This design comes from an exercise in tuning for small area, a short achievable clock period and few clock cycles per item on the open sky130 flow, not from production work.
Function was checked by simulation only, so behaviour that the tests miss may differ from the original.

build 88:
==> flow/design.v <==
`timescale 1ns/10ps
module SVD (
    clk,
    rst,
    we,
    oe,
    data_i,
    element_sel,
    ready,
    data_o_UV,
    data_o_S
);
input                clk;
input                rst;
input                we;
input                oe;
input         [1:0]  element_sel;
input         [4:0]  data_i;
output reg           ready;
output        [7:0]  data_o_UV;
output        [6:0]  data_o_S;
localparam IDLE = 2'd0;
localparam BUSY = 2'd1;
localparam OUT  = 2'd2;
reg  [1:0] st;
reg  [4:0] cnt;       
reg  [1:0] q;         
reg        kodd;      
reg        nf0, nf1;  
reg  [4:0] lo;        
reg  signed [17:0] R0, R1, R2, R3;
reg  signed [10:0] A0, A1, A2, A3;
reg  signed [10:0] B0, B1, B2, B3;
wire [4:0] cn = (st == IDLE) ? 5'd0 : (cnt == 5'd31) ? 5'd31 : cnt + 5'd1;
wire [4:0] jn = cn - 5'd7;
reg        rot, c7, sg, sn1, uvg, u27, u29;
reg  [3:0] sh, shn;    
always @(posedge clk or negedge rst) begin
    if (!rst) begin
        rot <= 1'b0; c7 <= 1'b0; sg <= 1'b0; sn1 <= 1'b0; uvg <= 1'b0; u27 <= 1'b0; u29 <= 1'b0;
        sh <= 4'd0; shn <= 4'hf;
    end else begin
        rot <= (cn >= 5'd7) & (cn <= 5'd26);
        c7  <= (st != OUT) & (cn == 5'd7);
        sh  <= jn[4:1];
        shn <= ~jn[4:1];
        sg  <= (cn >= 5'd27) & (cn <= 5'd30);
        sn1 <= (cn == 5'd29) | (cn == 5'd30);
        uvg <= (cn >= 5'd26) & (cn <= 5'd29);
        u27 <= (cn == 5'd27);
        u29 <= (cn == 5'd29);
    end
end
reg  nz;
always @(*) begin
    case (q)
        2'd0: nz = |R2;
        2'd1: nz = |R3;
        2'd2: nz = |R1;
        default: nz = |R0;
    endcase
end
wire en   = rot & nz;
reg  sa;
function [17:0] addsub18;
    input [17:0] x;
    input [17:0] y;
    input        sub;
    reg   [18:0] t;
    begin
        t = {x, 1'b1} + {y ^ {18{sub}}, sub};
        addsub18 = t[18:1];
    end
endfunction
function [10:0] addsub11;
    input [10:0] x;
    input [10:0] y;
    input        sub;
    reg   [11:0] t;
    begin
        t = {x, 1'b1} + {y ^ {11{sub}}, sub};
        addsub11 = t[11:1];
    end
endfunction
function [17:0] shr18;
    input [17:0] x;
    input [3:0]  n;
    reg   [17:0] f;
    begin
        f = $signed(x) >>> n[1:0];
        shr18 = n[3] ? {{8{f[17]}}, f[17:8]} : n[2] ? {{4{f[17]}}, f[17:4]} : f;
    end
endfunction
function [10:0] shr11;
    input [10:0] x;
    input [3:0]  n;
    reg   [10:0] f;
    begin
        f = $signed(x) >>> n[1:0];
        shr11 = n[3] ? {{8{f[10]}}, f[10:8]} : n[2] ? {{4{f[10]}}, f[10:4]} : f;
    end
endfunction
wire [17:0] y0_s = shr18(R2, sh);
wire [17:0] y2_s = shr18(R0, sh);
wire [17:0] y1_s = shr18(R3, sh);
wire [17:0] y3_s = shr18(R1, sh);
wire [17:0] a3v = {{2{data_i[4]}}, data_i[3:0], lo, 7'd0};
wire [17:0] y1 = c7 ? a3v : y1_s;
wire [17:0] x3 = c7 ? a3v : R3;
wire [17:0] s0 = en ? addsub18(R0, y0_s, sa) : R0;
wire [17:0] s2 = en ? addsub18(R2, y2_s, ~sa) : R2;
wire [17:0] s1 = en ? addsub18(R1, y1, sa) : R1;
wire [17:0] s3 = en ? addsub18(x3, y3_s, ~sa) : x3;
wire [3:0]  shu = ~shn;
wire [10:0] z0 = shr11(A1, shu);
wire [10:0] z1 = shr11(A0, shu);
wire [10:0] z2 = shr11(A3, shu);
wire [10:0] z3 = shr11(A2, shu);
wire [1:0] qn = q + 2'd1;
wire dn = (qn[0] ^ qn[1]) ? (s0[17] ^ s1[17]) : (s2[17] ^ s3[17]);
always @(posedge clk) sa <= dn ^ qn[1];
wire [10:0] u0 = en ? addsub11(A0, z0, sa) : A0;
wire [10:0] u1 = en ? addsub11(A1, z1, ~sa) : A1;
wire [10:0] u2 = en ? addsub11(A2, z2, sa) : A2;
wire [10:0] u3 = en ? addsub11(A3, z3, ~sa) : A3;
function [17:0] gainS;
    input [17:0] x;
    input        neg;
    reg   [26:0] xs;
    reg   [26:0] t;
    begin
        xs = {{9{x[17]}}, x};
        t = (xs << 8) - (xs << 6) - (xs << 2) - {17'd0, neg, 9'd0};
        gainS = t[26:9] ^ {18{neg}};
    end
endfunction
function [10:0] gainUV;
    input [10:0] x;
    input        neg;
    reg   [19:0] xs;
    reg   [19:0] t;
    begin
        xs = {{9{x[10]}}, x};
        t = (xs << 8) + (xs << 6) - (xs << 4) + (xs << 2) + xs - {10'd0, neg, 9'd0};
        gainUV = t[19:9] ^ {11{neg}};
    end
endfunction
wire sgain  = sg;
wire uvgain = uvg;
wire uvn0   = (u27 & nf0) | (u29 & nf1);
always @(posedge clk or negedge rst) begin
    if (!rst) begin
        st    <= IDLE;
        cnt   <= 5'd0;
        q     <= 2'd0;
        ready <= 1'b1;
        kodd  <= 1'b0;
    end else begin
        q <= (st == IDLE) ? 2'd1 : q + 2'd1;
        case (st)
            IDLE: begin
                cnt <= 5'd0;
                if (we) st <= BUSY;
            end
            BUSY: begin
                if (cnt != 5'd31) cnt <= cnt + 5'd1;
                if (cnt == 5'd0) ready <= 1'b0;
                if (cnt == 5'd28) ready <= 1'b1;
                kodd <= 1'b1;
                if (oe && cnt >= 5'd30) st <= OUT;
            end
            OUT: begin
                if (cnt != 5'd31) cnt <= cnt + 5'd1;
                kodd <= ~kodd;
                if (!kodd && element_sel == 2'd3) st <= IDLE;
            end
            default: st <= IDLE;
        endcase
    end
end
wire load = (st == BUSY) & ~cnt[4] & ~cnt[3];
wire [17:0] ldv = {{2{data_i[4]}}, data_i[3:0], lo, 7'd0};
wire ldR2 = load & (cnt[2:0] == 3'd1);
wire ldR3 = load & cnt[0] & (cnt[2] ^ cnt[1]);
wire ldI  = load & (cnt[2:0] == 3'd6);
always @(posedge clk) begin
    if (load & ~cnt[0]) lo <= data_i;
    if (uvg & ~u27 & ~u29 & ~sg) begin
        nf0 <= s2[17];
        nf1 <= s1[17];
    end
    R0 <= s2;
    R1 <= sgain ? gainS(R0, sn1 ? nf1 : nf0) : s0;
    R2 <= ldR2 ? ldv : s3;
    R3 <= ldR3 ? ldv : s1;
    if (ldI) begin
        A0 <= 11'd512; A1 <= 11'd0; A2 <= 11'd0; A3 <= 11'd512;
        B0 <= 11'd512; B1 <= 11'd0; B2 <= 11'd0; B3 <= 11'd512;
    end else begin
        A0 <= uvgain ? gainUV(B0, uvn0) : B0;
        A1 <= B1;
        A2 <= uvgain ? gainUV(B2, uvn0) : B2;
        A3 <= B3;
        B0 <= u1; B1 <= u0; B2 <= u3; B3 <= u2;
    end
end
wire [1:0] qx = (st == IDLE) ? 2'd1 : q + 2'd1;
wire       kn = (st == BUSY) ? 1'b1 : (st == OUT) ? ~kodd : kodd;
wire bkn = kn ? qx[0] : ~qx[0];
wire swn = kn ? (qx[0] ^ qx[1]) : qx[1];
reg [1:0] qs0, qs1, qs2, qs3, us0, us1, us2, us3;
always @(posedge clk) begin
    qs0 <= qx;
    qs1 <= qx + 2'd1;
    qs2 <= qx + 2'd3;
    qs3 <= qx + 2'd2;
    us0 <= {bkn, swn};
    us1 <= {bkn, ~swn};
    us2 <= {~bkn, swn};
    us3 <= {~bkn, ~swn};
end
wire outen = (st == OUT);
wire [6:0] H0 = {7{outen}} & (kodd ? R0[10:4] : R0[17:11]);
wire [6:0] H1 = {7{outen}} & (kodd ? R1[10:4] : R1[17:11]);
wire [6:0] H2 = {7{outen}} & (kodd ? R2[10:4] : R2[17:11]);
wire [6:0] H3 = {7{outen}} & (kodd ? R3[10:4] : R3[17:11]);
function [6:0] hp;
    input [1:0] p;
    input [6:0] h0, h1, h2, h3;
    case (p)
        2'd0: hp = h0;
        2'd1: hp = h1;
        2'd2: hp = h3;
        default: hp = h2;
    endcase
endfunction
wire [6:0] BS0 = hp(qs0, H0, H1, H2, H3);
wire [6:0] BS1 = hp(qs1, H0, H1, H2, H3);
wire [6:0] BS2 = hp(qs2, H0, H1, H2, H3);
wire [6:0] BS3 = hp(qs3, H0, H1, H2, H3);
function [7:0] uvb;
    input [1:0]  sel;
    input        en;
    input [10:0] v0, v1, v2, v3;
    reg   [10:0] v;
    begin
        case (sel)
            2'd0: v = v0;
            2'd1: v = v1;
            2'd2: v = v2;
            default: v = v3;
        endcase
        uvb = {8{en}} & v[10:3];
    end
endfunction
wire [7:0] BU0 = uvb(us0, outen, A0, A1, B0, B1);
wire [7:0] BU1 = uvb(us1, outen, A0, A1, B0, B1);
wire [7:0] BU2 = uvb(us2, outen, B2, B3, A2, A3);
wire [7:0] BU3 = uvb(us3, outen, B2, B3, A2, A3);
reg [6:0] os;
reg [7:0] ou;
always @(*) begin
    case (element_sel)
        2'd0: begin os = BS0; ou = BU0; end
        2'd1: begin os = BS1; ou = BU1; end
        2'd2: begin os = BS2; ou = BU2; end
        default: begin os = BS3; ou = BU3; end
    endcase
end
assign data_o_S  = os;
assign data_o_UV = ou;
endmodule
clock: 8.0 ns
lec_check: 0
cap_margin: 20
core_margin: 2
core_utilization: 40
gpl_timing_driven: 0
setup_slack_margin: 3.2
slew_margin: 20
run.sh (not shown) runs the stock make flow with config.mk's settings and CLKGATE_MAP_FILE= SYNTH_SCRIPT=/design/flow/synth_recipe.tcl, a recipe that flattens the netlist after the stock synthesis.
Testbench counts of build 88, summed over its fixed seeds: cycles 7,680, items 192.
### build 88 -> build 34
Settings: GPL_TIMING_DRIVEN: 0 -> unset; TNS_END_PERCENT: unset -> 10.
Results
Lower global-route usage over all layers among build 34 and build 88: build 34. Compared with build 88, build 34 shows length of routed met3 wiring lower by 4.2 mm. A cell with the biggest individual delay on the critical path of mux4_2 is what build 34 shows, while clkdlybuf4s18_2 belongs to build 88.
Modified inputs, build 15 compared to build 34
Settings: TNS_END_PERCENT removed (was 10); SETUP_SLACK_MARGIN changed from 3.2 to 3.1.
--- outcome ---
- Of build 15 and build 34, the run reporting the lower peak clock frequency supported by timing was build 34.
- Diff build 34..build 15 | half-perimeter wire length of the detailed placement result | negligible
- ~same met2 track utilization from global routing in build 15 and build 34
- Per the comparison of build 15 with build 34, cell area after layout did not really move; worst setup slack increased 0.12 ns.
- Build 34 ended up with element_sel[0] as its beginning of the critical path; build 15 ended up with kodd$_DFFE_PN0N_.
- On clock-cell share of area, the higher figure sits with build 34, not build 15.
- Between build 34 and build 15, number of cells traversed by the worst register-to-register path increased.
- Of build 15 and build 34, build 15 shows the lower global-route wire length before repair, with build 34 above it.
- There was hardly any difference in core utilization between build 15 and build 34.
- Cmp build 15 and build 34 / wire length / higher: build 15
Changes in build 32 relative to build 15:
Settings: SETUP_SLACK_MARGIN: 3.1 -> 3.2.
==> comparison <==
Summary: routed wire length, build 32 worse than build 15
Cmp build 15 and build 32 / smallest setup slack after layout / lower: build 15
Sort build 15 and build 32 by count of buffers added by post-CTS timing repair for setup, ascending, and build 15 comes first.
On cell count after placement, build 15 and build 32 are basically level.
Diff build 15..build 32 | multi-input combinational gate total | unchanged
Compared with build 15, build 32 shows DRC violation total after the first TritonRoute iteration that has gone down by a few percent.
Going from build 15 to build 32, minimum period implied by the final worst setup slack saw a decrease; total via count in the routed design roughly the same.

* * *

Setup of sierra:
// SVD: RTL as listed in full above, without the edits since
clock: 8.0 ns
lec_check: 0
cap_margin: 20
core_margin: 2
core_utilization: 40
setup_slack_margin: 3.3
slew_margin: 20
sierra ran to completion and came out clean on the timing, DRC and antenna checks.
Testbench counts of sierra, summed over its fixed seeds: cycles 7,680, items 192.
Setup changes, sierra to maple
Settings: changing CAP_MARGIN from 20 to 0; changing SETUP_SLACK_MARGIN from 3.3 to 3.2; changing SLEW_MARGIN from 20 to 0.
==> comparison <==
maple: done, clean on timing, DRC and antenna. maple ended up with sky130_fd_sc_hd__clkdlybuf4s50_1 as its cell type of the slowest stage on the worst timing path; sierra ended up with sky130_fd_sc_hd__mux4_2. Looking at final setup skew, maple sits 19 ps below sierra. | final clock period utilization by the worst path | maple vs sierra | 0.45 points higher |.
Input-level comparison between tundra and maple:
Settings: CORE_UTILIZATION changed from 40 to 50; SLEW_MARGIN changed from 0 to 20; CAP_MARGIN changed from 0 to 20.
## What came out
- Of tundra and maple, the run reporting the lower number of vias per cell was maple.
- Wire length reported by the detailed router: tundra vs maple up 4200 um
- [compare] base=maple new=tundra: global-route usage climbed 7.4 points, final weighted congestion in routability-driven placement climbed about 0.33%.
- In the metrics for tundra and maple, the one carrying the higher share of the core filled with cells in the final layout is tundra.
- The post-CTS setup-driven buffer insertion count number comes out lower for maple vs tundra.
- Comparing tundra and maple, the higher global-route wire length before repair was measured on tundra.
- For arrival time of data at the critical path endpoint, tundra and maple come out practically identical.
- Average detailed-routed wire length per instance (tundra over maple): increase, 10%
For harbor, these inputs were changed with respect to tundra:
Settings: CORE_UTILIZATION changed from 50 to 40; SETUP_SLACK_MARGIN changed from 3.2 to 3.6.
Findings:
Of tundra and harbor, the run reporting the higher delay of the slowest critical-path stage was tundra. Diff tundra -> harbor | setup clock skew after layout | decrease of 25 ps. tundra → harbor: via count saw little to no change, largest fanout on the critical path saw a decrease. harbor vs tundra — initial antenna violation count dropped 1. In harbor, the slack of the critical path came out 190 ps above the value in tundra.

## separate check: timing with driven ports
The results above use ideal ports. As a check the final layouts listed here were re-extracted and re-timed, cells and wires unchanged.
Step 1 (the two cells are an assumption about what drives the block):
set clk [get_ports {clk}]
set_driving_cell -lib_cell sky130_fd_sc_hd__clkbuf_16 $clk
set_driving_cell -lib_cell sky130_fd_sc_hd__buf_2 [delete_from_list [all_inputs] $clk]
Step 2, shift: input delay + t, output delay - t, t = (earliest + latest rising clock arrival at the registers) / 2. This alone moves slack from input paths to output paths.
Slacks: ideal / step 1 / step 2; pairs: ideal / step 1.
run	t (ns)	setup slack, ns	hold slack, ns	clock arrival spread, ns
build 88	0.631	3.139 / 3.117 / 2.813	0.416 / 0.416 / 0.416	0.015 / 0.015
build 34	0.620	3.056 / 3.011 / 2.746	0.427 / 0.427 / 0.427	0.018 / 0.018
build 15	0.603	3.176 / 3.118 / 2.895	0.426 / 0.426 / 0.426	0.022 / 0.021
build 32	0.620	3.244 / 3.180 / 2.884	0.425 / 0.425 / 0.425	0.016 / 0.016
sierra	0.625	3.280 / 3.225 / 3.050	0.424 / 0.424 / 0.424	0.036 / 0.037
maple	0.620	3.244 / 3.180 / 2.884	0.425 / 0.425 / 0.425	0.016 / 0.016
tundra	0.621	3.233 / 3.171 / 2.962	0.424 / 0.424 / 0.424	0.041 / 0.041
harbor	0.625	3.427 / 3.366 / 3.123	0.422 / 0.422 / 0.422	0.015 / 0.016
After both steps every run listed still meets setup and hold.
